What follows belongs to an exercise in optimizing a design on an open flow for small area; a production flow would make more cautious choices. Only simulation tests tie the RTL to the original design; equivalence was not proved. Power figures rest on the tool's default switching activity, not on a simulated workload.

==> flow/design.v <==
module scheduler (
    input wire clk,
    input wire rst,
    input wire [13:0] spike_packet,
    input wire spike_packet_valid,
    output reg spike_packet_ready,
    input wire read_request,
    output reg [255:0] current_tick_spikes,
    input wire clear_request,
    output wire error,
    input wire error_ack,
    output wire [3:0] current_tick,
    output wire [7:0] error_status
);
    wire [3:0] delivery_tick = spike_packet[13:10];
    wire [7:0] axon_id = spike_packet[9:2];
    reg in_err;
    reg err;        
    reg stat2;      
    reg [16:0] lfsr;  
    reg [15:0] tick_oh;   
    assign error = err;
    assign error_status = {5'b0, stat2, 1'b0, err};
    genvar b;
    generate
        for (b = 0; b < 4; b = b + 1) begin : g_enc
            wire [15:0] m;
            genvar k;
            for (k = 0; k < 16; k = k + 1) begin : g_m
                assign m[k] = tick_oh[k] & (((k >> b) & 1) != 0);
            end
            assign current_tick[b] = |m;
        end
    endgenerate
    wire in_write = ~spike_packet_ready & ~in_err;
    wire [15:0] dt_oh = 16'd1 << delivery_tick;
    wire hit_cur = |(dt_oh & tick_oh);
    wire timeout = (lfsr == 17'h1ff01);
    wire conflict = read_request & clear_request;
    always @(posedge clk or posedge rst) begin
        if (rst) begin
            spike_packet_ready <= 1'b1;
            in_err <= 1'b0;
            err <= 1'b0;
            stat2 <= 1'b0;
            tick_oh <= 16'd1;
        end else begin
            if (spike_packet_ready) begin
                if (spike_packet_valid) begin
                    spike_packet_ready <= 1'b0;
                    if (hit_cur) begin
                        in_err <= 1'b1;
                        err <= 1'b1;
                        stat2 <= 1'b0;
                    end
                end
            end else if (!in_err) begin
                spike_packet_ready <= 1'b1;
            end else if (timeout || error_ack) begin
                spike_packet_ready <= 1'b1;
                in_err <= 1'b0;
                err <= 1'b0;
                stat2 <= timeout;
            end
            if (clear_request)
                tick_oh <= {tick_oh[14:0], tick_oh[15]};
            if (conflict) begin
                err <= 1'b1;
                stat2 <= 1'b1;
            end
        end
    end
    always @(posedge clk)
        lfsr <= in_err ? {lfsr[15:0], ~(lfsr[16] ^ lfsr[13])} : 17'd0;
    reg phase;
    reg ok;
    reg pw_v;           
    reg [3:0] pw_row;
    reg [7:0] pw_col;
    reg pc_v;           
    wire cur_w = in_write;
    wire cur_c = clear_request;
    always @(posedge clk or posedge rst) begin
        if (rst) begin
            phase <= 1'b1;
            ok <= 1'b0;
            pw_v <= 1'b0;
            pc_v <= 1'b0;
        end else begin
            phase <= ~phase;
            ok <= 1'b1;
            pw_v <= ~phase & cur_w & ~(cur_c & hit_cur);
            pc_v <= ~phase & cur_c;
        end
    end
    always @(posedge clk) begin
        pw_row <= delivery_tick;
        pw_col <= axon_id;
    end
    wire [3:0] w_row = pw_v ? pw_row : delivery_tick;
    wire [7:0] w_col = pw_v ? pw_col : axon_id;
    wire w_v = pw_v | cur_w;
    wire [15:0] w_row_oh = 16'd1 << w_row;
    wire [255:0] w_col_oh = 256'd1 << w_col;
    wire [15:0] prev_oh = {tick_oh[0], tick_oh[15:1]};
    wire [15:0] cur_clr = cur_c ? tick_oh : 16'd0;
    wire [15:0] row_clr = cur_clr | (pc_v ? prev_oh : 16'd0) | {16{~ok}};
    wire [15:0] row_set = (w_v ? w_row_oh : 16'd0) & ~cur_clr;
    wire [15:0] row_rd = tick_oh & {16{read_request & ok}};
    wire [255:0] rd_s [0:16];
    assign rd_s[0] = 256'd0;
    genvar r;
    generate
        for (r = 0; r < 16; r = r + 1) begin : g_row
            reg [255:0] row;
            wire clr = phase & row_clr[r];
            wire set = phase & row_set[r];
            always @(posedge clk)
                row <= ~((row | {256{clr}}) & ~(w_col_oh & {256{set}}));
            assign rd_s[r+1] = rd_s[r] | (row & {256{row_rd[r]}});
        end
    endgenerate
    wire fwd = pw_v & |(w_row_oh & tick_oh);
    wire [255:0] rd_data = ((rd_s[16] ^ {256{phase}}) & {256{ok}}) |
                           (w_col_oh & {256{fwd}});
    always @(posedge clk or posedge rst) begin
        if (rst)
            current_tick_spikes <= 256'd0;
        else if (read_request)
            current_tick_spikes <= rd_data;
    end
endmodule
==> flow/flow/run.sh <==
#!/bin/bash
# Standard synthesis; its combinational logic re-mapped for area (flip-flops
# untouched); then the standard layout with clock tree synthesis that inserts
# no dummy loads and clusters more sinks per clock buffer, and small port buffers.
set -euo pipefail
R=orfs/results/sky130hd/scheduler/base
YOSYS=$(command -v yosys || echo "$FLOW_HOME/../tools/install/yosys/bin/yosys")

bash standard.sh synth > synth.log 2>&1

cp $R/1_2_yosys.v $R/1_2_yosys_standard.v
LIB_FILE=$FLOW_HOME/platforms/sky130hd/lib/sky130_fd_sc_hd__tt_025C_1v80.lib \
IN_NETLIST=$R/1_2_yosys_standard.v OUT_NETLIST=$R/1_2_yosys.v TOP=$FLOW_TOP \
OUT_DIR=$PWD ABC_SCRIPT=$PWD/flow/area.abc \
  "$YOSYS" -c flow/remap.tcl > remap.log 2>&1
rm -f $R/1_synth.odb $R/1_synth.sdc

bash standard.sh \
  "CTS_ARGS=-sink_clustering_enable -repair_clock_nets -dont_use_dummy_load -buf_list sky130_fd_sc_hd__clkbuf_8 -sink_clustering_size 18 -sink_clustering_max_diameter 50" \
  "BUFFER_PORTS_ARGS=-buffer_cell sky130_fd_sc_hd__buf_1" \
  finish > finish.log 2>&1
==> flow/flow/area.abc <==
&get -n
&st
&dch
&nf -a
&put
==> flow/flow/remap.tcl <==
# Re-map the combinational logic of the standard synthesis netlist with an
# area-oriented ABC script. Flip-flops and tie cells are kept as they are
# (same instances, names and cell types); only the gates between them change.
set lib $::env(LIB_FILE)
yosys read_liberty -ignore_miss_func $lib
yosys read_verilog $::env(IN_NETLIST)
yosys hierarchy -top $::env(TOP)
yosys setattr -mod -set blackbox 1 sky130_fd_sc_hd__df*
yosys setattr -mod -set blackbox 1 sky130_fd_sc_hd__conb*
yosys flatten
yosys delete t:\$scopeinfo
yosys opt_clean
yosys tee -o $::env(OUT_DIR)/remap_before.stat stat -liberty $lib
yosys abc -script $::env(ABC_SCRIPT) -liberty $lib -dont_use *lpflow* -dont_use *probe* -D 7000
yosys setundef -zero
yosys hilomap -singleton -hicell sky130_fd_sc_hd__conb_1 HI -locell sky130_fd_sc_hd__conb_1 LO
yosys splitnets
yosys opt_clean -purge
yosys rename -enumerate -pattern rm_%_
yosys tee -o $::env(OUT_DIR)/remap_after.stat stat -liberty $lib
yosys write_verilog -noattr -nohex -nodec $::env(OUT_NETLIST)
==> flow/standard.sh <==
#!/bin/bash
# synth_recipe.tcl (not shown) runs the flow's synth.tcl, then flattens the netlist and writes it again
# the make line also repeats each setting of config.mk as NAME=value (left out here)
make -C /OpenROAD-flow-scripts/flow DESIGN_CONFIG=/design/flow/config.mk WORK_HOME=/design/flow/orfs CLKGATE_MAP_FILE= SYNTH_SCRIPT=/design/flow/synth_recipe.tcl "${@:-finish}"
==> flow/config.mk <==
export PLATFORM = sky130hd
export DESIGN_NAME = scheduler
export DESIGN_NICKNAME = scheduler
export VERILOG_FILES = /design/flow/design.v
export SDC_FILE = /design/flow/constraint.sdc
export NUM_CORES = 8
export LEC_CHECK = 0
export CAP_MARGIN = 20
export CORE_MARGIN = 2
export CORE_UTILIZATION = 55
export SLEW_MARGIN = 20
==> flow/constraint.sdc <==
create_clock -name core_clock -period 7.0 [get_ports {clk}]
set_input_delay 1.4000 -clock core_clock [delete_from_list [all_inputs] [get_ports {clk}]]
set_output_delay 1.4000 -clock core_clock [all_outputs]
set_load 0.01 [all_outputs]
==> run notes, run 1 <==
Psw 16.0 mW; I/O Buffers 281; CP max FO 51; Max Clock Skew 0.107 ns; First-pass DRT Iterations 17; share of cells above drive strength 1 6.14%; hold_buf cts 0; PostCTS Resize Cnt 0; placed inst area 0.152 sq mm; final core occ 61.3%; Gate power share 20.4%; # DRC 0; Reg area 0.0897 sq mm; unrepaired setup endpoints after global routing false; Worst path max stage delay 0.93 ns; delay-heaviest family, CP buffers and inverters; crit share post-route 70.1%; GRT overflow 0; Min Clock Period, post-route 4.91 ns; CP required 5.60 ns; CP Capture Type output port; leakage power 54.7 nW; Routability Congestion 0.874; max_cap viols 0; antenna-violating nets left 0; CTS tree done; P&R area growth vs syn 10.7%; synth warn 1; total number of vias 139000; power per cell area 310 mW/mm^2; htree depth 5; setup violators final 0; DP Wirelength 327 mm; clock tree buffer depth 4; die height 513 microns; area of the multi-input gates 0.0534 sq mm; Worst Setup Path Type reg -> out; slowest cell on the critical path buf_4; initial antenna violation count 28; Sw Ratio 32.8%; Sequential Power Share 52.5%; Slew Viols, Final 0; status finished clean; Synth Cell Area 0.142 sq mm; WL per Instance 40.3 microns; post-synthesis cell count 12400; CP Cell Sequence buf_4 -> clkinv_1 -> nand3_1 -> buf_1; Std-Cell Rows 186; Hold Violations, Final 0; post-route cell area 0.158 sq mm; worst path buffer plus inverter count 3; overall routing resource usage 48.9%; clk slew on worst S/H paths 0.07 ns; TritonCTS buffer count 388; first-pass GRT wire length 955 mm; Avg Vias per Cell 8.27; Slew headroom 10.4%; Initial Utilization 55.4%; Fillers 21200; Die ar. 0.263 sq mm; drt total wl 678 mm; # Post-CTS Setup Buffers 0; Worst Max-Slew Pin Slew 1.34 ns; Root Buffer clkbuf_8; pin count of the biggest net entering global routing 122; vias in the first global route 134000; Final TNS setup 0 ns; Clk network pwr share 27.1%; startpoint types register; crit path DAT 3.51 ns; maximum VDD drop 0.000183 V; CTS sink count 4405; DRT iter0 DRCs 27500; synthesized area per cell 11.5 sq um; Final #Nets 13400; Core ar. 0.257 sq mm; path type of the worst min-delay path reg -> reg; Die X 513 microns; Clock Latency Late Sink 1.17 ns; internal power 32.8 mW; Highest Clock Rate 0.204 GHz; IO Count 290
-- sequential cells by signal, summed over array words and instances, names as in the netlist, 4 cells and up --
register	count
lfsr	17
tick_oh	16
pw_row	4
pw_col	8
current_tick_spikes	256
g_row.row	4096
-- routing by layer --
metal / track usage, % / up-vias / share of wire, %
met5: 0 / - / 0.034
met4: 31.5 / 32 / 7.4
met3: 14.6 / 3093 / 16
met2: 71.9 / 13100 / 42
met1: 62.7 / 68200 / 35
li1: - / 54600 / -
-- final cells by class --
class,instances,share of cell area (%)
well taps,3384,2.69
clock buffers,388,3.39
diodes,18,0.0286
inverters,23,0.0762
flip-flops and latches,4405,56.9
repair buffers,610,3.04
multi-input cells,7983,33.9
-- through the flow --
stage	setup slack (ns)	cells	power, mW	hold slack [ns]
final	2.09	16800	48.8	0.434
after global routing	2.18	16800	49.4	0.431
after CTS	2.22	16800	47.9	0.391
after detailed placement	1.93	16400	35.4	0.428
after global placement	1.92	16400	35.4	0.419
after floorplan	-6.55	12400	31.0	0.411
-- worst reg2reg max path: stages (launching register included) --
cell	delay, ns
dfrtp_2	0.37
buf_4	0.48
nor2_1	0.26
a21o_1	0.26
or3_1	0.60
nor2_2	1.04
nand3_1	0.97
o21ai_0	0.52
-- placed cells by master, fill, tap and decap left out, types with 18 or more instances in the layout --
cell type     n
dfxtp_1    4125
o22ai_1    4097
a222oi_1    825
a22oi_1     692
nand2_1     606
clkbuf_8    388
nand4_1     305
nor2_1      298
buf_1       280
dfrtp_1     261
xnor2_1     256
nand2b_1    255
o221ai_1    250
buf_4       230
nand3_1     111
buf_12       97
o21ai_0      39
nor2_2       30
clkinv_1     21
diode_2      18
a21oi_1      18
and2_0       18
-- path summary, 6_finish.rpt --
kind,to,depth (start not counted),slack (ns),start
min in group asynchronous,current_tick_spikes[47]$_DFFE_PP0P_,2,0.48,rst
max,current_tick[1],4,2.09,tick_oh[14]$_DFFE_PP0P_
max in group asynchronous,tick_oh[5]$_DFFE_PP0P_,3,5.01,rst
min,g_row[15].row[15]$_DFF_P_,1,0.43,g_row[15].row[15]$_DFF_P_
min reg2reg,g_row[15].row[15]$_DFF_P_,1,0.43,g_row[15].row[15]$_DFF_P_
max reg2reg,current_tick_spikes[19]$_DFFE_PP0P_,7,2.45,pw_v$_DFF_PP0_
-- power groups by stage --
| stage | Sequential (mW) | Combinational [mW] | Clock, mW |
|---|---|---|---|
| detailed placement | 26.1 | 9.23 | 0 |
| global route | 25.6 | 9.82 | 14.0 |
| global placement | 26.1 | 9.24 | 0 |
| CTS | 25.6 | 9.24 | 13.1 |
| finish | 25.6 | 9.97 | 13.2 |
| floorplan | 26.5 | 4.46 | 0 |
==> inputs of run 2 (changes only) <==
--- a/flow/flow/run.sh
+++ b/flow/flow/run.sh
@@ -16,6 +16,6 @@
 rm -f $R/1_synth.odb $R/1_synth.sdc
 
 bash standard.sh \
-  "CTS_ARGS=-sink_clustering_enable -repair_clock_nets -dont_use_dummy_load -buf_list sky130_fd_sc_hd__clkbuf_8 -sink_clustering_size 18 -sink_clustering_max_diameter 50" \
+  "CTS_ARGS=-sink_clustering_enable -repair_clock_nets -dont_use_dummy_load -buf_list sky130_fd_sc_hd__clkbuf_8 -sink_clustering_size 16 -sink_clustering_max_diameter 70" \
   "BUFFER_PORTS_ARGS=-buffer_cell sky130_fd_sc_hd__buf_1" \
-  finish > finish.log 2>&1
+  "${FINAL_TARGET:-finish}" > finish.log 2>&1
==> flow/flow/area.abc (replaced) <==
&get -n
&st
&dc2
&dch
&nf -a
&put
==> flow/flow/remap.tcl (replaced) <==
# Re-map the combinational logic of the standard synthesis netlist with an
# area-oriented ABC script. Flip-flops and tie cells are kept as they are
# (same instances, names and cell types); only the gates between them change.
# Cells listed in KEEP_CELLS are kept too.
set lib $::env(LIB_FILE)
yosys read_liberty -ignore_miss_func $lib
yosys read_verilog $::env(IN_NETLIST)
yosys hierarchy -top $::env(TOP)
yosys setattr -mod -set blackbox 1 sky130_fd_sc_hd__df*
yosys setattr -mod -set blackbox 1 sky130_fd_sc_hd__conb*
# cells the design's own modules were mapped to, kept as they are
if {[info exists ::env(KEEP_CELLS)]} {
  foreach c $::env(KEEP_CELLS) { yosys setattr -mod -set blackbox 1 $c }
}
yosys flatten
yosys delete t:\$scopeinfo
yosys rename -hide w:_*_.*
yosys opt_clean
yosys tee -o $::env(OUT_DIR)/remap_before.stat stat -liberty $lib
yosys abc -script $::env(ABC_SCRIPT) -liberty $lib -dont_use *lpflow* -dont_use *probe* -D 7000
yosys setundef -zero
yosys hilomap -singleton -hicell sky130_fd_sc_hd__conb_1 HI -locell sky130_fd_sc_hd__conb_1 LO
yosys splitnets
yosys opt_clean -purge
yosys insbuf -buf sky130_fd_sc_hd__buf_1 A X
yosys opt_clean -purge
yosys rename -enumerate -pattern rm_%_
yosys tee -o $::env(OUT_DIR)/remap_after.stat stat -liberty $lib
yosys write_verilog -noattr -nohex -nodec $::env(OUT_NETLIST)
--- a/flow/config.mk
+++ b/flow/config.mk
@@ -7,5 +7,5 @@
 export LEC_CHECK = 0
 export CAP_MARGIN = 20
 export CORE_MARGIN = 2
-export CORE_UTILIZATION = 55
+export CORE_UTILIZATION = 60
 export SLEW_MARGIN = 20
==> run 2 against run 1 <==
  * Clock-buffer cell count fell by 63
  * Highest routed layer unchanged
  * Sequential power about the same
  * Clock skew fell by 0.024 ns
  * Setup slack worse by 0.094 ns
  * Core utilization grew 5.1 points
==> run notes, run 2 <==
Crit Reg-Reg Startpoint pw_v$_DFF_PP0_ (unchanged); Core ar. 0.235 sq mm (was 0.257 sq mm); area of the multi-input gates 0.0530 sq mm (was 0.0534 sq mm); IO Count 290 (unchanged); CP Capture Type output port (unchanged); delay-heaviest family, CP flip-flops (was buffers and inverters); Highest Clock Rate 0.200 GHz (was 0.204 GHz); max FFs per register 4096 (unchanged); Die ar. 0.241 sq mm (was 0.263 sq mm); Worst path max stage delay 0.97 ns (was 0.93 ns); most frequent cells in the layout 4125 x dfxtp_1, 4096 x o22ai_1, 818 x nand2_1 (was 4125 x dfxtp_1, 4097 x o22ai_1, 825 x a222oi_1); path type of the worst min-delay path in -> async (was reg -> reg); clock tree buffer depth 4 (unchanged); die height 490 microns (was 513 microns); Worst Max-Slew Pin Slew 1.39 ns (was 1.34 ns); crit path DAT 3.60 ns (was 3.51 ns); max_cap viols 0 (unchanged); Routability Congestion 0.876 (was 0.874); CP max FO 37 (was 51); first-pass GRT wire length 946 mm (was 955 mm); Fillers 18400 (was 21200); Min Clock Period, post-route 5.00 ns (was 4.91 ns); total number of vias 142000 (was 139000); Reg area 0.0897 sq mm (about the same); Synth Cell Area 0.142 sq mm (about the same); largest registers g_row.row x4096, current_tick_spikes x256, lfsr x17 (unchanged); unrepaired setup endpoints after global routing false (unchanged); WL per Instance 41.1 microns (was 40.3 microns); post-route cell area 0.156 sq mm (was 0.158 sq mm); pin count of the biggest net entering global routing 120 (was 122); vias in the first global route 135000 (was 134000); PostCTS Resize Cnt 0 (unchanged); Slew Viols, Final 0 (unchanged); Largest Register g_row.row (unchanged); power per cell area 308 mW/mm^2 (was 310 mW/mm^2); Hold Violations, Final 0 (unchanged); P&R area growth vs syn 9.94% (was 10.7%); worst path buffer plus inverter count 2 (was 3); Root Buffer clkbuf_8 (unchanged); DRT iter0 DRCs 29500 (was 27500); placed inst area 0.151 sq mm (was 0.152 sq mm); antenna-violating nets left 0 (unchanged); # Post-CTS Setup Buffers 0 (unchanged); Slew headroom 7.29% (was 10.4%); post-synthesis cell count 12300 (was 12400); startpoint types register (unchanged); Worst Setup Path Type reg -> out (unchanged); reg2reg path depth 6 (was 7); GRT overflow 0 (unchanged); initial antenna violation count 37 (was 28); I/O Buffers 281 (unchanged); flop-to-flop setup slack 2.33 ns (was 2.45 ns); Avg Vias per Cell 8.63 (was 8.27); worst r2r dst current_tick_spikes[119]$_DFFE_PP0P_ (was current_tick_spikes[19]$_DFFE_PP0P_); First-pass DRT Iterations 13 (was 17); crit share post-route 71.5% (was 70.1%); DP Wirelength 323 mm (was 327 mm); Final TNS setup 0 ns (unchanged); CTS tree done (unchanged); htree depth 5 (unchanged); CTS sink count 4405 (unchanged); status finished clean (unchanged); share of cells above drive strength 1 5.51% (was 6.14%); Max Clock Skew 0.0836 ns (was 0.107 ns); maximum VDD drop 0.000236 V (was 0.000183 V); Die X 490 microns (was 513 microns); slowest cell on the critical path dfrtp_4 (was buf_4); # DRC 0 (unchanged); Initial Utilization 60.4% (was 55.4%); TritonCTS buffer count 325 (was 388); CP required 5.60 ns (about the same); Std-Cell Rows 178 (was 186); leakage power 54.6 nW (was 54.7 nW); clk slew on worst S/H paths 0.10 ns (was 0.07 ns); hold_buf cts 0 (unchanged); synth warn 1 (unchanged); commonest non-fill, non-tap cell in the layout dfxtp_1 (unchanged); Final #Nets 13200 (was 13400); overall routing resource usage 52.8% (was 48.9%); synthesized area per cell 11.5 sq um (about the same); setup violators final 0 (unchanged); CP Cell Sequence buf_4 -> nor4_1 -> nand2_1 -> buf_1 (was buf_4 -> clkinv_1 -> nand3_1 -> buf_1); drt total wl 673 mm (was 678 mm); Clock Latency Late Sink 1.18 ns (was 1.17 ns)
-- run 2: cell count changes in the layout (fill, tap and decap cells not counted), sizes merged, moves of 19 or more --
cell and change:
and3 +110, nor2 -129, a222oi -26, nand4 -51, nand2b -219, nand3 -35
nand2 +212, diode +19, a22oi -351, clkbuf -63, a221oi +191, a22o +189
buf -29
-- run 2: layer usage --
layer / vias to the layer above / share of wire [%] / track usage, % / wire length (microns)
met3: 4064 / 18 / 19.9 / 119000
met1: 68600 / 33 / 66.4 / 224000
met4: 40 / 8.7 / 37.2 / 58500
met5: - / 0.067 / 0.298 / 451
li1: 54200 / - / - / -
met2: 14600 / 40 / 74.6 / 271000
-- run 2: area by class of cell --
cell class,instances,share of cell area (%)
diodes,37,0.0593
clock buffers,325,2.87
inverters,26,0.0802
multi-input cells,7874,33.9
flip-flops and latches,4405,57.4
well taps,3150,2.52
repair buffers,581,3.09
-- run 2: report_power, final --
group	switching [mW]	internal, mW	total (mW)	leakage (nW)
clock network	8.04	4.19	12.2	2.34
logic	7.51	2.81	10.3	13.6
registers	0.326	25.2	25.5	38.6
total	15.9	32.2	48.0	54.6
-- run 2: how the worst max path moves through the flow --
stage	end	cells past startpoint	startpoint	slack, ns
5_1_grt	current_tick[3]	3	tick_oh[11]$_DFFE_PP0P_	2.06
4_1_cts	current_tick[2]	4	tick_oh[6]$_DFFE_PP0P_	2.10
3_5_place_dp	current_tick_spikes[188]$_DFFE_PP0P_	8	spike_packet[12]	2.06
2_1_floorplan	tick_oh[10]$_DFFE_PP0P_	1	rst	0.002
6_report	current_tick[2]	4	tick_oh[6]$_DFFE_PP0P_	2.00
3_3_place_gp	current_tick_spikes[116]$_DFFE_PP0P_	8	spike_packet[6]	2.15
-- run 2: through the flow --
step | worst slack, ns | power [mW] | std cells | hold slack, ns | util, %
floorplan | 0.00228 | 31.1 | 12300 | 0.411 | -
global placement | 2.15 | 35.5 | 16000 | 0.418 | 64.4
detailed placement | 2.06 | 35.5 | 16000 | 0.426 | 64.4
CTS | 2.10 | 46.9 | 16400 | 0.322 | 66.3
global route | 2.06 | 48.5 | 16400 | 0.386 | 66.3
finish | 2.00 | 48.0 | 16400 | 0.389 | 66.4
==> inputs of run 3 (changes only) <==
--- a/flow/design.v
+++ b/flow/design.v
@@ -107,9 +107,8 @@
     wire [15:0] row_clr = cur_clr | (pc_v ? prev_oh : 16'd0) | {16{~ok}};
     wire [15:0] row_set = (w_v ? w_row_oh : 16'd0) & ~cur_clr;
     wire [15:0] row_rd = tick_oh & {16{read_request & ok}};
-    wire [255:0] rd_s [0:16];
-    assign rd_s[0] = 256'd0;
-    genvar r;
+    wire [255:0] row_q [0:15];
+    genvar r, g, c;
     generate
         for (r = 0; r < 16; r = r + 1) begin : g_row
             reg [255:0] row;
@@ -117,11 +116,26 @@
             wire set = phase & row_set[r];
             always @(posedge clk)
                 row <= ~((row | {256{clr}}) & ~(w_col_oh & {256{set}}));
-            assign rd_s[r+1] = rd_s[r] | (row & {256{row_rd[r]}});
+            assign row_q[r] = row;
         end
     endgenerate
+    wire [255:0] rd_grp [0:4];
+    generate
+        for (g = 0; g < 5; g = g + 1) begin : g_grp
+            for (c = 0; c < 256; c = c + 1) begin : g_col
+                spike_rd3 u_rd3 (
+                    .s0(row_q[3*g][c]), .e0(row_rd[3*g]),
+                    .s1(row_q[3*g+1][c]), .e1(row_rd[3*g+1]),
+                    .s2(row_q[3*g+2][c]), .e2(row_rd[3*g+2]),
+                    .y(rd_grp[g][c])
+                );
+            end
+        end
+    endgenerate
+    wire [255:0] rd_s = ~(rd_grp[0] & rd_grp[1] & rd_grp[2] & rd_grp[3] &
+                          rd_grp[4]) | (row_q[15] & {256{row_rd[15]}});
     wire fwd = pw_v & |(w_row_oh & tick_oh);
-    wire [255:0] rd_data = ((rd_s[16] ^ {256{phase}}) & {256{ok}}) |
+    wire [255:0] rd_data = ((rd_s ^ {256{phase}}) & {256{ok}}) |
                            (w_col_oh & {256{fwd}});
     always @(posedge clk or posedge rst) begin
         if (rst)
@@ -130,3 +144,11 @@
             current_tick_spikes <= rd_data;
     end
 endmodule
+module spike_rd3 (
+    input wire s0, input wire e0,
+    input wire s1, input wire e1,
+    input wire s2, input wire e2,
+    output wire y
+);
+    assign y = ~((s0 & e0) | (s1 & e1) | (s2 & e2));
+endmodule
--- a/flow/flow/run.sh
+++ b/flow/flow/run.sh
@@ -1,6 +1,6 @@
 #!/bin/bash
 # Standard synthesis; its combinational logic re-mapped for area (flip-flops
-# untouched); then the standard layout with clock tree synthesis that inserts
+# and the read mux's a222oi cells untouched); then the standard layout with clock tree synthesis that inserts
 # no dummy loads and clusters more sinks per clock buffer, and small port buffers.
 set -euo pipefail
 R=orfs/results/sky130hd/scheduler/base
@@ -11,7 +11,7 @@
 cp $R/1_2_yosys.v $R/1_2_yosys_standard.v
 LIB_FILE=$FLOW_HOME/platforms/sky130hd/lib/sky130_fd_sc_hd__tt_025C_1v80.lib \
 IN_NETLIST=$R/1_2_yosys_standard.v OUT_NETLIST=$R/1_2_yosys.v TOP=$FLOW_TOP \
-OUT_DIR=$PWD ABC_SCRIPT=$PWD/flow/area.abc \
+OUT_DIR=$PWD ABC_SCRIPT=$PWD/flow/area.abc KEEP_CELLS=sky130_fd_sc_hd__a222oi_1 \
   "$YOSYS" -c flow/remap.tcl > remap.log 2>&1
 rm -f $R/1_synth.odb $R/1_synth.sdc
 
--- a/flow/config.mk
+++ b/flow/config.mk
@@ -9,3 +9,5 @@
 export CORE_MARGIN = 2
 export CORE_UTILIZATION = 60
 export SLEW_MARGIN = 20
+export SYNTH_HIERARCHICAL = 1
+export SYNTH_MINIMUM_KEEP_SIZE = 0
==> run 3 against run 2 <==
  * Combinational power is 17% lower
  * Register-to-register slack improved by 0.03 ns
  * Worst hold slack better by 0.048 ns
  * Sequential cell count stayed put
  * Global-route usage decreased by 2.4 points
  * Core utilization rose by 0.11 points
  * Largest power group unchanged
==> run notes, run 3 <==
Slew headroom 7.24% (was 7.29%); DRT iter0 DRCs 29500 (about the same); Max Clock Skew 0.0762 ns (was 0.0836 ns); Root Buffer clkbuf_8 (unchanged); Top cell by count, worst path buf_4; post-synthesis cell count 12000 (was 12300); synthesized area per cell 11.8 sq um (was 11.5 sq um); Fillers 17900 (was 18400); Initial Utilization 60.4% (about the same); max_cap viols 0 (unchanged); First-pass DRT Iterations 13 (unchanged); Final #Nets 12900 (was 13200); # Post-CTS Setup Buffers 0 (unchanged); crit share post-route 66.3% (was 71.5%); htree depth 5 (unchanged); clock tree buffer depth 4 (unchanged); CTS tree done (unchanged); leakage power 55.2 nW (was 54.6 nW); path type of the worst min-delay path in -> async (unchanged); antenna-violating nets left 0 (unchanged); die height 488 microns (was 490 microns); total number of vias 138000 (was 142000); commonest non-fill, non-tap cell in the layout dfxtp_1 (unchanged); Slew Viols, Final 0 (unchanged); overall routing resource usage 50.4% (was 52.8%); final core occ 66.5% (was 66.4%); GRT overflow 0 (unchanged); Reg area 0.0896 sq mm (was 0.0897 sq mm); Min Clock Period, post-route 4.64 ns (was 5.00 ns); vias in the first global route 133000 (was 135000); WL per Instance 39.4 microns (was 41.1 microns); P&R area growth vs syn 10.0% (was 9.94%); CP required 8.03 ns (was 5.60 ns); Pwr Total 46.2 mW (was 48.0 mW); CP Cell Sequence buf_4 -> clkinv_1 -> nor2_1 -> a22o_1 -> buf_4 -> nor2b_2 -> nand2_1 -> o31ai_1 (was buf_4 -> nor4_1 -> nand2_1 -> buf_1); area of the multi-input gates 0.0517 sq mm (was 0.0530 sq mm); pin count of the biggest net entering global routing 191 (was 120); Clock Latency Late Sink 1.15 ns (was 1.18 ns); hold_buf cts 0 (unchanged); Std-Cell Rows 177 (was 178); CP max FO 43 (was 37); share of cells above drive strength 1 5.67% (was 5.51%); Synth Cell Area 0.141 sq mm (was 0.142 sq mm); Avg Vias per Cell 8.60 (was 8.63); Largest Register g_row.row (unchanged); initial antenna violation count 30 (was 37); worst path buffer plus inverter count 3 (was 2); # DRC 0 (unchanged); maximum VDD drop 0.000231 V (was 0.000236 V); first-pass GRT wire length 899 mm (was 946 mm); Worst Setup Path Type reg -> reg (was reg -> out); startpoint types register (unchanged); crit path DAT 5.67 ns (was 3.60 ns); most frequent cells in the layout 4125 x dfxtp_1, 4102 x o22ai_1, 1280 x a222oi_1 (was 4125 x dfxtp_1, 4096 x o22ai_1, 818 x nand2_1); largest registers g_row.row x4096, current_tick_spikes x256, lfsr x17 (unchanged); status finished clean (unchanged); Core ar. 0.233 sq mm (was 0.235 sq mm); Hold Slack 0.437 ns (was 0.389 ns); delay-heaviest family, CP simple AND/OR/NAND/NOR gates (was flip-flops); unrepaired setup endpoints after global routing false (unchanged); IO Count 290 (unchanged); slowest cell on the critical path nor2b_2 (was dfrtp_4); max FFs per register 4096 (unchanged); I/O Buffers 281 (unchanged); Routability Congestion 0.883 (was 0.876); Die X 488 microns (was 490 microns); Final TNS setup 0 ns (unchanged); synth warn 7 (was 1); post-route cell area 0.155 sq mm (was 0.156 sq mm); Highest Clock Rate 0.216 GHz (was 0.200 GHz); placed inst area 0.150 sq mm (was 0.151 sq mm); DP Wirelength 308 mm (was 323 mm); Worst Max-Slew Pin Slew 1.39 ns (about the same); drt total wl 632 mm (was 673 mm); power per cell area 299 mW/mm^2 (was 308 mW/mm^2); Hold Violations, Final 0 (unchanged); Worst path max stage delay 1.06 ns (was 0.97 ns); CTS sink count 4405 (unchanged); TritonCTS buffer count 325 (unchanged); Die ar. 0.238 sq mm (was 0.241 sq mm); setup violators final 0 (unchanged); PostCTS Resize Cnt 0 (unchanged); clk slew on worst S/H paths 0.10 ns (about the same); CP Capture Type register (was output port)
## run 3: routing by layer
metal	routed length (microns)	track usage, %
met2	256000	71.0
met1	217000	65.0
met3	111000	19.0
met4	47700	31.9
met5	163	0
## run 3: worst paths after layout
path | from | end | slack [ns] | depth (start not counted)
max in group asynchronous | rst | current_tick_spikes[33]$_DFFE_PP0P_ | 5.26 | 3
max | pw_v$_DFF_PP0_ | current_tick_spikes[178]$_DFFE_PP0P_ | 2.36 | 8
max reg2reg | pw_v$_DFF_PP0_ | current_tick_spikes[178]$_DFFE_PP0P_ | 2.36 | 8
min | rst | current_tick_spikes[197]$_DFFE_PP0P_ | 0.44 | 2
min in group core_clock | spike_packet[5] | pw_col[3]$_DFF_P_ | 0.44 | 1
min reg2reg | g_row[6].row[82]$_DFF_P_ | g_row[6].row[82]$_DFF_P_ | 0.44 | 1
## run 3: final cells by class
class / count / area share [%]
flip-flops and latches: 4405 / 57.9
repair buffers: 590 / 3.14
diodes: 30 / 0.0485
clock buffers: 325 / 2.89
inverters: 33 / 0.0954
multi-input cells: 7529 / 33.4
well taps: 3132 / 2.53
## run 3: where the power goes
part,switching [mW],leakage (nW),internal [mW]
clock,7.94,2.34,4.19
sequential,0.281,38.6,25.3
combinational,6.42,14.2,2.11
## run 3: per-stage QoR
step                      setup WS, ns  instances
after floorplan                 -0.980      12000
after global placement            1.98      15700
after detailed placement          1.98      15700
after CTS                         2.72      16000
after global routing              2.40      16000
final                             2.36      16000
==> inputs of run 4 (changes only) <==
--- a/flow/config.mk
+++ b/flow/config.mk
@@ -7,7 +7,7 @@
 export LEC_CHECK = 0
 export CAP_MARGIN = 20
 export CORE_MARGIN = 2
-export CORE_UTILIZATION = 60
+export CORE_UTILIZATION = 65
 export SLEW_MARGIN = 20
 export SYNTH_HIERARCHICAL = 1
 export SYNTH_MINIMUM_KEEP_SIZE = 0
==> run 4 against run 3 <==
  * First-iteration DRC count grew 8.7%
  * Highest routed layer unchanged
  * Fmax shrank 2.9%
  * Register-to-register slack got worse by 0.14 ns
==> run notes, run 4 <==
status finished clean (unchanged); synthesized area per cell 11.8 sq um (unchanged); leakage power 55.1 nW (was 55.2 nW); crit path DAT 5.79 ns (was 5.67 ns); Slew Viols, Final 0 (unchanged); clk slew on worst S/H paths 0.11 ns (was 0.10 ns); DRT iter0 DRCs 32000 (was 29500); WL per Instance 39.1 microns (was 39.4 microns); # Post-CTS Setup Buffers 0 (unchanged); I/O Buffers 281 (unchanged); reg2reg path depth 8 (unchanged); # DRC 0 (unchanged); most frequent cells in the layout 4125 x dfxtp_1, 4102 x o22ai_1, 1280 x a222oi_1 (unchanged); synth warn 7 (unchanged); pin count of the biggest net entering global routing 195 (was 191); CTS sink count 4405 (unchanged); overall routing resource usage 52.8% (was 50.4%); clock tree buffer depth 4 (unchanged); share of cells above drive strength 1 5.54% (was 5.67%); Synth Cell Area 0.141 sq mm (unchanged); first-pass GRT wire length 883 mm (was 899 mm); Hold Path Stages 1; Avg Vias per Cell 8.86 (was 8.60); area of the multi-input gates 0.0517 sq mm (about the same); path type of the worst min-delay path in -> reg (was in -> async); htree depth 5 (unchanged); pre-CTS setup slack 1.96 ns (was 1.98 ns); CP Capture Type register (unchanged); unrepaired setup endpoints after global routing false (unchanged); vias in the first global route 135000 (was 133000); Min Clock Period, post-route 4.78 ns (was 4.64 ns); CP max FO 43 (unchanged); Final #Nets 12900 (about the same); total number of vias 139000 (was 138000); Max Clock Skew 0.0786 ns (was 0.0762 ns); PostCTS Resize Cnt 0 (unchanged); Initial Utilization 65.5% (was 60.4%); Root Buffer clkbuf_8 (unchanged); Die X 469 microns (was 488 microns); flop-to-flop setup slack 2.22 ns (was 2.36 ns); crit share post-route 68.3% (was 66.3%); Routability Congestion 0.899 (was 0.883); Slew headroom 10.9% (was 7.24%); post-route cell area 0.154 sq mm (was 0.155 sq mm); Final Worst Setup Slack 2.22 ns (was 2.36 ns); Clock Latency Late Sink 1.14 ns (was 1.15 ns); die height 469 microns (was 488 microns); Die ar. 0.220 sq mm (was 0.238 sq mm); Pwr Total 46.1 mW (was 46.2 mW); initial antenna violation count 31 (was 30); worst r2r dst current_tick_spikes[186]$_DFFE_PP0P_ (was current_tick_spikes[178]$_DFFE_PP0P_); Hold EP pw_col[3]$_DFF_P_; Highest Clock Rate 0.209 GHz (was 0.216 GHz); First-pass DRT Iterations 13 (unchanged); drt total wl 616 mm (was 632 mm); setup violators final 0 (unchanged); min-delay src spike_packet[5]; Std-Cell Rows 170 (was 177); TritonCTS buffer count 325 (unchanged); Worst Max-Slew Pin Slew 1.33 ns (was 1.39 ns); startpoint types register (unchanged); max_cap viols 0 (unchanged); post-synthesis cell count 12000 (unchanged); CTS tree done (unchanged); max FFs per register 4096 (unchanged); GRT overflow 0 (unchanged); DP Wirelength 294 mm (was 308 mm); maximum VDD drop 0.000276 V (was 0.000231 V); Hold Violations, Final 0 (unchanged); Fillers 15500 (was 17900); placed inst area 0.150 sq mm (about the same); CP required 8.01 ns (was 8.03 ns); largest registers g_row.row x4096, current_tick_spikes x256, lfsr x17 (unchanged); Reg area 0.0896 sq mm (unchanged); IO Count 290 (unchanged); Crit Reg-Reg Startpoint pw_v$_DFF_PP0_ (unchanged); power per cell area 299 mW/mm^2 (about the same); Worst Setup Path Type reg -> reg (unchanged); hold_buf cts 0 (unchanged); Largest Register g_row.row (unchanged); antenna-violating nets left 0 (unchanged); P&R area growth vs syn 9.76% (was 10.0%); commonest non-fill, non-tap cell in the layout dfxtp_1 (unchanged); Core ar. 0.215 sq mm (was 0.233 sq mm)
==> run 4: per-layer routing <==
metal	track usage (%)	share of wire [%]	up-vias
li1	-	-	53900
met1	67.3	33	66500
met2	72.7	40	15000
met3	22.0	19	3981
met4	36.0	8.4	32
met5	0.108	0.039	-
==> run 4: cell type report <==
cell class / instances / share of cell area, %
clock buffer: 325 / 2.90
multi-input combinational: 7529 / 33.5
inverter: 33 / 0.0956
sequential: 4405 / 58.0
timing repair buffer: 566 / 3.12
tap: 2838 / 2.30
antenna: 43 / 0.0697
==> run 4: metrics by stage <==
stage | cells | hold WS [ns] | TNS, ns | utilization (%)
6_report | 15700 | 0.423 | 0 | 71.9
5_1_grt | 15700 | 0.436 | 0 | 71.8
4_1_cts | 15700 | 0.402 | 0 | 71.8
3_5_place_dp | 15400 | 0.426 | 0 | 69.7
3_3_place_gp | 15400 | 0.417 | 0 | 69.7
2_1_floorplan | 12000 | 0.411 | -2292.56 | -
==> run 4: how the worst max path moves through the flow <==
stage | from | end | slack, ns | cells past startpoint
floorplan | clear_request | g_row[5].row[0]$_DFF_P_ | -0.98 | 3
global placement | spike_packet[11] | g_row[11].row[72]$_DFF_P_ | 2.05 | 8
detailed placement | spike_packet[11] | g_row[11].row[188]$_DFF_P_ | 1.96 | 8
CTS | pw_v$_DFF_PP0_ | current_tick_spikes[184]$_DFFE_PP0P_ | 2.73 | 8
global route | pw_v$_DFF_PP0_ | current_tick_spikes[184]$_DFFE_PP0P_ | 2.41 | 8
finish | pw_v$_DFF_PP0_ | current_tick_spikes[186]$_DFFE_PP0P_ | 2.22 | 8
==> run 4: critical path, stage by stage (launching register included) <==
cell	delay, ns
dfrtp_1	0.33
buf_4	0.43
clkinv_1	0.67
nor2_1	0.32
a22o_1	1.02
nor2b_2	0.62
buf_4	0.37
nand2_1	0.41
o31ai_1	0.48
==> run 4: power breakdown <==
part	switching [mW]	leakage (nW)	internal (mW)
Combinational	6.35	14.1	2.10
Sequential	0.294	38.6	25.3
Clock	7.92	2.34	4.19
Total	14.6	55.1	31.6
==> inputs of run 5 (changes only) <==
--- a/flow/flow/run.sh
+++ b/flow/flow/run.sh
@@ -16,6 +16,6 @@
 rm -f $R/1_synth.odb $R/1_synth.sdc
 
 bash standard.sh \
-  "CTS_ARGS=-sink_clustering_enable -repair_clock_nets -dont_use_dummy_load -buf_list sky130_fd_sc_hd__clkbuf_8 -sink_clustering_size 16 -sink_clustering_max_diameter 70" \
+  "CTS_ARGS=-sink_clustering_enable -repair_clock_nets -dont_use_dummy_load -buf_list sky130_fd_sc_hd__clkbuf_8 -sink_clustering_size 18 -sink_clustering_max_diameter 50" \
   "BUFFER_PORTS_ARGS=-buffer_cell sky130_fd_sc_hd__buf_1" \
   "${FINAL_TARGET:-finish}" > finish.log 2>&1
==> run 5 against run 4 <==
  * Still clean
  * Combinational power barely moved
  * Total power rose by 0.47%
  * Wire length barely moved
  * Non-clock buffer count rose by 2
  * Critical path type unchanged
  * Critical endpoint unchanged
  * Largest power group unchanged
==> run notes, run 5 <==
Worst Setup Path Type reg -> reg (unchanged); first-pass GRT wire length 882 mm (was 883 mm); # DRC 0 (unchanged); startpoint types register (unchanged); initial antenna violation count 35 (was 31); Routability Congestion 0.899 (unchanged); Largest Register g_row.row (unchanged); max FFs per register 4096 (unchanged); crit path DAT 5.85 ns (was 5.79 ns); Final TNS setup 0 ns (unchanged); setup violators final 0 (unchanged); Avg Vias per Cell 8.88 (was 8.86); # Post-CTS Setup Buffers 0 (unchanged); Slew headroom 9.62% (was 10.9%); Min Clock Period, post-route 4.84 ns (was 4.78 ns); Highest Clock Rate 0.207 GHz (was 0.209 GHz); Slew Viols, Final 0 (unchanged); most frequent cells in the layout 4125 x dfxtp_1, 4102 x o22ai_1, 1280 x a222oi_1 (unchanged); drt total wl 616 mm (about the same); Initial Utilization 65.5% (unchanged); Die X 469 microns (unchanged); clock tree buffer depth 4 (unchanged); Hold Violations, Final 0 (unchanged); max_cap viols 0 (unchanged); overall routing resource usage 52.8% (about the same); clk slew on worst S/H paths 0.10 ns (was 0.11 ns); die height 469 microns (unchanged); flop-to-flop setup slack 2.16 ns (was 2.22 ns); CTS tree done (unchanged); CP max FO 43 (unchanged); leakage power 55.2 nW (was 55.1 nW); pin count of the biggest net entering global routing 195 (unchanged); power per cell area 300 mW/mm^2 (was 299 mW/mm^2); P&R area growth vs syn 9.90% (was 9.76%); crit share post-route 69.1% (was 68.3%); unrepaired setup endpoints after global routing false (unchanged); placed inst area 0.150 sq mm (unchanged); maximum VDD drop 0.000235 V (was 0.000276 V); CP Capture Type register (unchanged); hold_buf cts 0 (unchanged); Crit Reg-Reg Startpoint pw_v$_DFF_PP0_ (unchanged); post-synthesis cell count 12000 (unchanged); TritonCTS buffer count 339 (was 325); largest registers g_row.row x4096, current_tick_spikes x256, lfsr x17 (unchanged); IO Count 290 (unchanged); post-route cell area 0.155 sq mm (was 0.154 sq mm); reg2reg path depth 8 (unchanged); DRT iter0 DRCs 32400 (was 32000); CP required 8.01 ns (about the same); WL per Instance 39.1 microns (about the same); GRT overflow 0 (unchanged); path type of the worst min-delay path in -> async (was in -> reg); antenna-violating nets left 0 (unchanged); Std-Cell Rows 170 (unchanged); Core ar. 0.215 sq mm (unchanged); htree depth 5 (unchanged); PostCTS Resize Cnt 0 (unchanged); I/O Buffers 281 (unchanged); commonest non-fill, non-tap cell in the layout dfxtp_1 (unchanged); Max Clock Skew 0.0641 ns (was 0.0786 ns); Worst Max-Slew Pin Slew 1.35 ns (was 1.33 ns); share of cells above drive strength 1 5.65% (was 5.54%); worst r2r dst current_tick_spikes[186]$_DFFE_PP0P_ (unchanged); DP Wirelength 294 mm (unchanged); CTS sink count 4405 (unchanged); synthesized area per cell 11.8 sq um (unchanged); total number of vias 140000 (was 139000); Synth Cell Area 0.141 sq mm (unchanged); Clock Latency Late Sink 1.18 ns (was 1.14 ns); Final #Nets 12900 (about the same); Die ar. 0.220 sq mm (unchanged); synth warn 7 (unchanged); First-pass DRT Iterations 15 (was 13); status finished clean (unchanged); vias in the first global route 135000 (about the same); Root Buffer clkbuf_8 (unchanged)
## run 5: cell types whose count changed in the layout (fill, tap and decap cells not counted)
cell	change
buf_12	+1
buf_8	+1
clkbuf_8	+14
diode_2	-9
nor2_2	+1
nor2_4	-1
## run 5: critical path, stage by stage, from the launching register on
cell and delay [ns]:
dfrtp_1 0.33, buf_4 0.43, clkinv_1 0.69, nor2_1 0.33
a22o_1 1.00, nor2b_2 0.60, buf_4 0.36, nand2_1 0.40
o31ai_1 0.48
## run 5: how the worst max path moves through the flow
stage                          start                              endpoint  slack [ns]  depth (start not counted)
floorplan              clear_request               g_row[5].row[0]$_DFF_P_       -0.98                          3
global placement    spike_packet[11]             g_row[11].row[72]$_DFF_P_        2.05                          8
detailed placement  spike_packet[11]            g_row[11].row[188]$_DFF_P_        1.96                          8
CTS                   pw_v$_DFF_PP0_  current_tick_spikes[184]$_DFFE_PP0P_        2.66                          8
global route          pw_v$_DFF_PP0_  current_tick_spikes[184]$_DFFE_PP0P_        2.38                          8
finish                pw_v$_DFF_PP0_  current_tick_spikes[186]$_DFFE_PP0P_        2.16                          8
## run 5: through the flow
stage               cells  utilization (%)  worst slack [ns]  total power, mW  hold slack (ns)
finish              15700             72.0              2.16             46.3            0.376
global route        15700             71.9              2.38             46.9            0.403
CTS                 15700             71.9              2.66             45.4            0.349
detailed placement  15400             69.7              1.96             33.8            0.426
global placement    15400             69.7              2.05             33.8            0.417
floorplan           12000                -            -0.980             30.3            0.411
## run 5: power by group
group          internal, mW  total, mW  switching, mW
clock                  4.36       12.3           7.95
sequential             25.3       25.6          0.294
combinational          2.11       8.47           6.36
## run 5: area by class of cell
class                      count  area, sq um
inverter                      33          148
multi-input combinational   7529        51700
antenna                       34         85.1
tap                         2838         3550
fill                       15500        60200
clock buffer                 339         4670
sequential                  4405        89600
timing repair buffer         568         4850
## run 5: metal layers
| metal | vias up | GRT usage (%) | wire [microns] |
|---|---|---|---|
| met1 | 66600 | 67.3 | 204000 |
| met5 | - | 0.411 | 460 |
| met3 | 3966 | 22.2 | 117000 |
| met4 | 41 | 35.6 | 50800 |
| li1 | 53900 | - | - |
| met2 | 15300 | 72.6 | 244000 |

what the ideal ports hide:
No port has a modelled driver above. Below, the same layouts with a new extraction and two added sets of constraints.
Step 1: set_driving_cell puts a clkbuf_16 on clk and a buf_2 on each other input, an assumption about the parent block.
Step 2 moves the port delays by t, midway between the first and last clock arrival at a register: inputs arrive t later, outputs are due t later. That takes back most of the time a late clock gives input paths.
a / b / c = no drivers / after step 1 / after step 2; a / b = the first two.
run | t, ns | slack for setup (ns) | hold slack, ns | worst register clock-pin slew, ns | pins driven straight from the clock port
run 1 | 1.235 | 2.092 / 1.978 / 1.660 | 0.434 / 0.353 / 0.434 | 0.12 / 0.12 | 1
run 2 | 1.245 | 1.998 / 1.895 / 1.785 | 0.389 / 0.305 / 0.440 | 0.11 / 0.11 | 1
run 3 | 1.209 | 2.360 / 2.360 / 1.589 | 0.437 / 0.357 / 0.437 | 0.11 / 0.11 | 1
run 4 | 1.210 | 2.221 / 2.221 / 1.520 | 0.423 / 0.341 / 0.439 | 0.11 / 0.11 | 1
run 5 | 1.234 | 2.161 / 2.161 / 1.545 | 0.376 / 0.300 / 0.426 | 0.12 / 0.12 | 1
After both steps every run listed still meets setup and hold. For run 3, which loses most, drivers alone change the setup slack by 0.000 ns; drivers and shift together by -0.771 ns.
